Context: an optimization exercise on an open-source flow, tuned for small area. The choices shown serve that exercise and are no tape-out recipe. RTL that was checked went through simulation tests only; none was proved equivalent to the original. No activity file was given, so power comes from the tool's default toggle rates.

// rgb_to_ycbcr_444
module rgb_to_ycbcr_444(
  input wire in_reset,
  input wire in_clock,
  input wire [7:0] in_r,
  input wire [7:0] in_g,
  input wire [7:0] in_b,
  output reg [7:0] out_y,
  output reg [7:0] out_cb,
  output reg [7:0] out_cr
  );
  wire n0 = in_g[0] & in_b[0];
  wire n1, n2;
  fa_cell u_n1 (.a(in_r[0]), .b(in_g[1]), .c(in_b[1]), .s(n1), .co(n2));
  wire n3 = n0 & n1;
  wire n4, n5;
  fa_cell u_n4 (.a(in_r[1]), .b(in_g[2]), .c(in_b[2]), .s(n4), .co(n5));
  wire n6 = (n2 & n4) | (n2 & n3) | (n4 & n3);
  wire n7, n8;
  fa_cell u_n7 (.a(in_r[2]), .b(in_g[3]), .c(in_b[3]), .s(n7), .co(n8));
  wire n9, n10;
  fa_cell u_n9 (.a(in_b[0]), .b(n5), .c(n7), .s(n9), .co(n10));
  wire n11 = n9 & n6;
  wire n12, n13;
  fa_cell u_n12 (.a(in_r[3]), .b(in_g[4]), .c(in_b[4]), .s(n12), .co(n13));
  wire n14, n15;
  fa_cell u_n14 (.a(in_b[1]), .b(in_b[0]), .c(n8), .s(n14), .co(n15));
  wire n16, n17;
  fa_cell u_n16 (.a(n12), .b(n10), .c(n14), .s(n16), .co(n17));
  wire n18 = n11 & n16;
  wire n19, n20;
  fa_cell u_n19 (.a(in_r[4]), .b(in_g[5]), .c(in_b[5]), .s(n19), .co(n20));
  wire n21, n22;
  fa_cell u_n21 (.a(in_b[2]), .b(in_b[1]), .c(n13), .s(n21), .co(n22));
  wire n23, n24;
  fa_cell u_n23 (.a(n19), .b(n15), .c(n21), .s(n23), .co(n24));
  wire n25 = (n17 & n23) | (n17 & n18) | (n23 & n18);
  wire n26, n27;
  fa_cell u_n26 (.a(in_r[5]), .b(in_r[0]), .c(in_g[6]), .s(n26), .co(n27));
  wire n28, n29;
  fa_cell u_n28 (.a(in_b[6]), .b(in_b[3]), .c(in_b[2]), .s(n28), .co(n29));
  wire n30, n31;
  fa_cell u_n30 (.a(n20), .b(n26), .c(n28), .s(n30), .co(n31));
  wire n32, n33;
  fa_cell u_n32 (.a(n22), .b(n30), .c(n24), .s(n32), .co(n33));
  wire n34 = n32 & n25;
  wire n35, n36;
  fa_cell u_n35 (.a(in_r[6]), .b(in_r[1]), .c(in_g[7]), .s(n35), .co(n36));
  wire n37, n38;
  fa_cell u_n37 (.a(in_g[0]), .b(in_b[7]), .c(in_b[4]), .s(n37), .co(n38));
  wire n39, n40;
  fa_cell u_n39 (.a(in_b[3]), .b(n27), .c(n29), .s(n39), .co(n40));
  wire n41, n42;
  fa_cell u_n41 (.a(n35), .b(n37), .c(n31), .s(n41), .co(n42));
  wire n43, n44;
  fa_cell u_n43 (.a(n39), .b(n41), .c(n33), .s(n43), .co(n44));
  wire n45 = n34 & n43;
  wire n46, n47;
  fa_cell u_n46 (.a(in_r[7]), .b(in_r[2]), .c(in_g[1]), .s(n46), .co(n47));
  wire n48, n49;
  ...
Size in the first run: about 50 I/O pins, about 0.0036 mm² of cells after synthesis.
Settings: LEC_CHECK=0, CAP_MARGIN=20, CORE_MARGIN=2, CORE_UTILIZATION=60, CTS_BUF_LIST=sky130_fd_sc_hd__clkbuf_4 sky130_fd_sc_hd__clkbuf_8, GPL_TIMING_DRIVEN=0, SLEW_MARGIN=20, SYNTH_HIERARCHICAL=1, SYNTH_MINIMUM_KEEP_SIZE=0; clock period 6.0 ns.
standard.sh (not shown) runs the stock make flow with config.mk's settings and CLKGATE_MAP_FILE= SYNTH_SCRIPT=/design/flow/synth_recipe.tcl, a recipe that flattens the netlist after the stock synthesis.
==> flow/flow/run.sh <==
#!/bin/bash
export BUFFER_PORTS_ARGS="-buffer_cell sky130_fd_sc_hd__buf_1"
export CTS_ARGS="-sink_clustering_enable -repair_clock_nets -dont_use_dummy_load -buf_list {sky130_fd_sc_hd__clkbuf_4 sky130_fd_sc_hd__clkbuf_8}"
bash standard.sh > standard.log 2>&1
Change:
Settings changed: TNS_END_PERCENT set to 0.
After rerunning: Non-clock buffer count does not change. Power does not change. Sequential share of layout area is unchanged. Die area stays the same.
Function was not checked in any run of this note: the RTL went through the layout flow alone.

========
Another version of the RTL of rgb_to_ycbcr_444 (not shown whole).
For scale: roughly 330 cells after synthesis, ~24 flip-flops, roughly 0.0036 mm² of cells after synthesis.
==> flow/design.v (excerpt) <==
module rgb_to_ycbcr_444(
  input wire in_reset,
  input wire in_clock,
  input wire [7:0] in_r,
  input wire [7:0] in_g,
  input wire [7:0] in_b,
  output reg [7:0] out_y,
  output reg [7:0] out_cb,
  output reg [7:0] out_cr
  );
  wire n0 = in_g[0] & in_b[0];
  wire n1, n2;
  fa_cell u_n1 (.a(in_r[0]), .b(in_g[1]), .c(in_b[1]), .s(n1), .co(n2));
  wire n3 = n0 & n1;
  wire n4, n5;
  fa_cell u_n4 (.a(in_r[1]), .b(in_g[2]), .c(in_b[2]), .s(n4), .co(n5));
  wire n6 = (n2 & n4) | (n2 & n3) | (n4 & n3);
  wire n7, n8;
  fa_cell u_n7 (.a(in_r[2]), .b(in_g[3]), .c(in_b[3]), .s(n7), .co(n8));
  wire n9, n10;
  fa_cell u_n9 (.a(in_b[0]), .b(n5), .c(n7), .s(n9), .co(n10));
  wire n11 = n9 & n6;
  wire n12, n13;
  fa_cell u_n12 (.a(in_r[3]), .b(in_g[4]), .c(in_b[4]), .s(n12), .co(n13));
  wire n14, n15;
  fa_cell u_n14 (.a(in_b[1]), .b(in_b[0]), .c(n8), .s(n14), .co(n15));
  wire n16, n17;
  fa_cell u_n16 (.a(n12), .b(n10), .c(n14), .s(n16), .co(n17));
  wire n18 = n11 & n16;
  wire n19, n20;
  fa_cell u_n19 (.a(in_r[4]), .b(in_g[5]), .c(in_b[5]), .s(n19), .co(n20));
  wire n21, n22;
  fa_cell u_n21 (.a(in_b[2]), .b(in_b[1]), .c(n13), .s(n21), .co(n22));
  wire n23, n24;
  fa_cell u_n23 (.a(n19), .b(n15), .c(n21), .s(n23), .co(n24));
  wire n25 = (n17 & n23) | (n17 & n18) | (n23 & n18);
  wire n26, n27;
  fa_cell u_n26 (.a(in_r[5]), .b(in_r[0]), .c(in_g[6]), .s(n26), .co(n27));
  wire n28, n29;
  fa_cell u_n28 (.a(in_b[6]), .b(in_b[3]), .c(in_b[2]), .s(n28), .co(n29));
  wire n30, n31;
  fa_cell u_n30 (.a(n20), .b(n26), .c(n28), .s(n30), .co(n31));
  wire n32, n33;
  fa_cell u_n32 (.a(n22), .b(n30), .c(n24), .s(n32), .co(n33));
  wire n34 = n32 & n25;
  wire n35, n36;
  fa_cell u_n35 (.a(in_r[6]), .b(in_r[1]), .c(in_g[7]), .s(n35), .co(n36));
  wire n37, n38;
  fa_cell u_n37 (.a(in_g[0]), .b(in_b[7]), .c(in_b[4]), .s(n37), .co(n38));
  wire n39, n40;
  ...
export LEC_CHECK = 0
export CAP_MARGIN = 0
export CORE_MARGIN = 2
export CORE_UTILIZATION = 60
export CTS_BUF_LIST = sky130_fd_sc_hd__clkbuf_4 sky130_fd_sc_hd__clkbuf_8
export GPL_TIMING_DRIVEN = 0
export SLEW_MARGIN = 0
export SYNTH_HIERARCHICAL = 1
export SYNTH_MINIMUM_KEEP_SIZE = 0
create_clock -name core_clock -period 6.0 [get_ports {in_clock}]
==> flow/flow/run.sh <==
#!/bin/bash
export BUFFER_PORTS_ARGS="-buffer_cell sky130_fd_sc_hd__buf_1"
bash standard.sh > standard.log 2>&1
Rerun with:
CAP_MARGIN = 20   (was 0)
GPL_TIMING_DRIVEN = 1   (was 0)
SLEW_MARGIN = 20   (was 0)
Effect:
- synthesized cell count does not change
- setup slack improved by 0.087 ns
- synthesized area is unchanged
Rerun with:
CORE_UTILIZATION = 50   (was 60)
GPL_TIMING_DRIVEN = 0   (was 1)
Effect:
- The new run went through all stages and came out clean
- utilization fell by 13 points
- final cell count fell by 3.0%
- wire length fell by 1.2%
- worst hold slack loses 0.16 ns
- critical path depth stays the same
- via count fell by 5.1%
- sequential share of layout area rose by 0.48 points

========
rgb_to_ycbcr_444 again, from the RTL that the note above started with.
## rgb_to_ycbcr_444
module rgb_to_ycbcr_444(
  input wire in_reset,
  input wire in_clock,
  input wire [7:0] in_r,
  input wire [7:0] in_g,
  input wire [7:0] in_b,
  output reg [7:0] out_y,
  output reg [7:0] out_cb,
  output reg [7:0] out_cr
  );
  wire n0 = in_g[0] & in_b[0];
  wire n1, n2;
  fa_cell u_n1 (.a(in_r[0]), .b(in_g[1]), .c(in_b[1]), .s(n1), .co(n2));
  wire n3 = n0 & n1;
  wire n4, n5;
  fa_cell u_n4 (.a(in_r[1]), .b(in_g[2]), .c(in_b[2]), .s(n4), .co(n5));
  wire n6 = (n2 & n4) | (n2 & n3) | (n4 & n3);
  wire n7, n8;
  fa_cell u_n7 (.a(in_r[2]), .b(in_g[3]), .c(in_b[3]), .s(n7), .co(n8));
  wire n9, n10;
  fa_cell u_n9 (.a(in_b[0]), .b(n5), .c(n7), .s(n9), .co(n10));
  wire n11 = n9 & n6;
  wire n12, n13;
  fa_cell u_n12 (.a(in_r[3]), .b(in_g[4]), .c(in_b[4]), .s(n12), .co(n13));
  wire n14, n15;
  fa_cell u_n14 (.a(in_b[1]), .b(in_b[0]), .c(n8), .s(n14), .co(n15));
  wire n16, n17;
  fa_cell u_n16 (.a(n12), .b(n10), .c(n14), .s(n16), .co(n17));
  wire n18 = n11 & n16;
  wire n19, n20;
  fa_cell u_n19 (.a(in_r[4]), .b(in_g[5]), .c(in_b[5]), .s(n19), .co(n20));
  wire n21, n22;
  fa_cell u_n21 (.a(in_b[2]), .b(in_b[1]), .c(n13), .s(n21), .co(n22));
  wire n23, n24;
  fa_cell u_n23 (.a(n19), .b(n15), .c(n21), .s(n23), .co(n24));
  wire n25 = (n17 & n23) | (n17 & n18) | (n23 & n18);
  wire n26, n27;
  fa_cell u_n26 (.a(in_r[5]), .b(in_r[0]), .c(in_g[6]), .s(n26), .co(n27));
  wire n28, n29;
  fa_cell u_n28 (.a(in_b[6]), .b(in_b[3]), .c(in_b[2]), .s(n28), .co(n29));
  wire n30, n31;
  fa_cell u_n30 (.a(n20), .b(n26), .c(n28), .s(n30), .co(n31));
  wire n32, n33;
  fa_cell u_n32 (.a(n22), .b(n30), .c(n24), .s(n32), .co(n33));
  wire n34 = n32 & n25;
  wire n35, n36;
  fa_cell u_n35 (.a(in_r[6]), .b(in_r[1]), .c(in_g[7]), .s(n35), .co(n36));
  wire n37, n38;
  fa_cell u_n37 (.a(in_g[0]), .b(in_b[7]), .c(in_b[4]), .s(n37), .co(n38));
  wire n39, n40;
  fa_cell u_n39 (.a(in_b[3]), .b(n27), .c(n29), .s(n39), .co(n40));
  wire n41, n42;
  fa_cell u_n41 (.a(n35), .b(n37), .c(n31), .s(n41), .co(n42));
  wire n43, n44;
  fa_cell u_n43 (.a(n39), .b(n41), .c(n33), .s(n43), .co(n44));
  wire n45 = n34 & n43;
  wire n46, n47;
  fa_cell u_n46 (.a(in_r[7]), .b(in_r[2]), .c(in_g[1]), .s(n46), .co(n47));
  wire n48, n49;
  ...
clock: 6.0 ns
lec_check: 0
cap_margin: 20
core_margin: 2
core_utilization: 70
cts_buf_list: sky130_fd_sc_hd__clkbuf_4 sky130_fd_sc_hd__clkbuf_8
cts_cluster_diameter: 200
cts_cluster_size: 30
gpl_timing_driven: 0
slew_margin: 20
synth_hierarchical: 1
synth_minimum_keep_size: 0
Scripts as last shown in full above: flow/flow/run.sh
Change:
==> flow/flow/run.sh (replaced) <==
#!/bin/bash
export BUFFER_PORTS_ARGS="-buffer_cell sky130_fd_sc_hd__buf_1"
export CTS_ARGS="-sink_clustering_enable -repair_clock_nets -dont_use_dummy_load -buf_list {sky130_fd_sc_hd__clkbuf_4 sky130_fd_sc_hd__clkbuf_8}"
bash standard.sh > standard.log 2>&1
--- a/flow/config.mk
+++ b/flow/config.mk
@@ -9,6 +9,4 @@
 export CORE_MARGIN = 2
-export CORE_UTILIZATION = 70
+export CORE_UTILIZATION = 60
 export CTS_BUF_LIST = sky130_fd_sc_hd__clkbuf_4 sky130_fd_sc_hd__clkbuf_8
-export CTS_CLUSTER_DIAMETER = 200
-export CTS_CLUSTER_SIZE = 30
 export GPL_TIMING_DRIVEN = 0
Result:
- global-route usage went down by 4.0 points
- design area went down by 1.3%
- die area climbs by about 16%
- non-clock buffer count is unchanged
- flip-flop and latch count stays the same
- worst setup slack improved by 0.0058 ns
- area after synthesis stays the same
- clock power is lower by about 28%
- final cell count came out higher by 0.88%
Change:
==> flow/flow/run.sh (replaced) <==
#!/bin/bash
export BUFFER_PORTS_ARGS="-buffer_cell sky130_fd_sc_hd__buf_1"
bash standard.sh > standard.log 2>&1
--- a/flow/config.mk
+++ b/flow/config.mk
@@ -9,3 +9,3 @@
 export CORE_MARGIN = 2
-export CORE_UTILIZATION = 60
+export CORE_UTILIZATION = 65
 export CTS_BUF_LIST = sky130_fd_sc_hd__clkbuf_4 sky130_fd_sc_hd__clkbuf_8
Die area decreases by 7.3%. Core utilization increases by 6.2 points. Cell count decreases by 0.44%. Hold slack loses 0.018 ns. Final area increases by 0.78%. Clock power increases by about 10%. Total power increases by 1.4%. Setup slack loses 0.0040 ns. Via count increases by 1.3%. Clock-buffer cell count increases by 1.

[afterwards: timing with drivers on the ports]
The results above use ideal ports. As a check the final layouts listed here were re-extracted and re-timed, cells and wires unchanged.
Step 1 sets driving cells, clkbuf_16 on the clock port and buf_2 on the other inputs (assumed; they add their load-dependent delay and slew).
Step 2, shift: input delay + t, output delay - t, t = (earliest + latest rising clock arrival at the registers) / 2. This alone moves slack from input paths to output paths.
Slacks: ideal / step 1 / step 2; pairs: ideal / step 1.
| run | t (ns) | slack for setup (ns) | clock arrival spread, ns | worst register clock-pin slew, ns |
|---|---|---|---|---|
| the first run of note 1 | 0.292 | 0.231 / 0.240 / -0.053 | 0.026 / 0.025 | 0.10 / 0.10 |
| the second run of note 1 | 0.292 | 0.231 / 0.240 / -0.053 | 0.026 / 0.025 | 0.10 / 0.10 |
| the first run of note 2 | 0.310 | 0.200 / 0.203 / -0.108 | 0.018 / 0.017 | 0.12 / 0.12 |
| the second run of note 2 | 0.314 | 0.287 / 0.294 / -0.019 | 0.009 / 0.009 | 0.11 / 0.11 |
| the third run of note 2 | 0.307 | 0.168 / 0.177 / -0.130 | 0.014 / 0.014 | 0.11 / 0.11 |
| the first run of note 3 | 0.300 | 0.178 / 0.177 / -0.124 | 0.007 / 0.007 | 0.10 / 0.10 |
| the second run of note 3 | 0.304 | 0.184 / 0.186 / -0.118 | 0.009 / 0.009 | 0.10 / 0.10 |
| the third run of note 3 | 0.306 | 0.180 / 0.190 / -0.116 | 0.006 / 0.006 | 0.10 / 0.10 |
With both steps, setup timing fails in every run listed, where it was met with ideal ports. The setup slack of the first run of note 2, which loses most, moves by +0.003 ns with the drivers and by -0.308 ns with both steps.
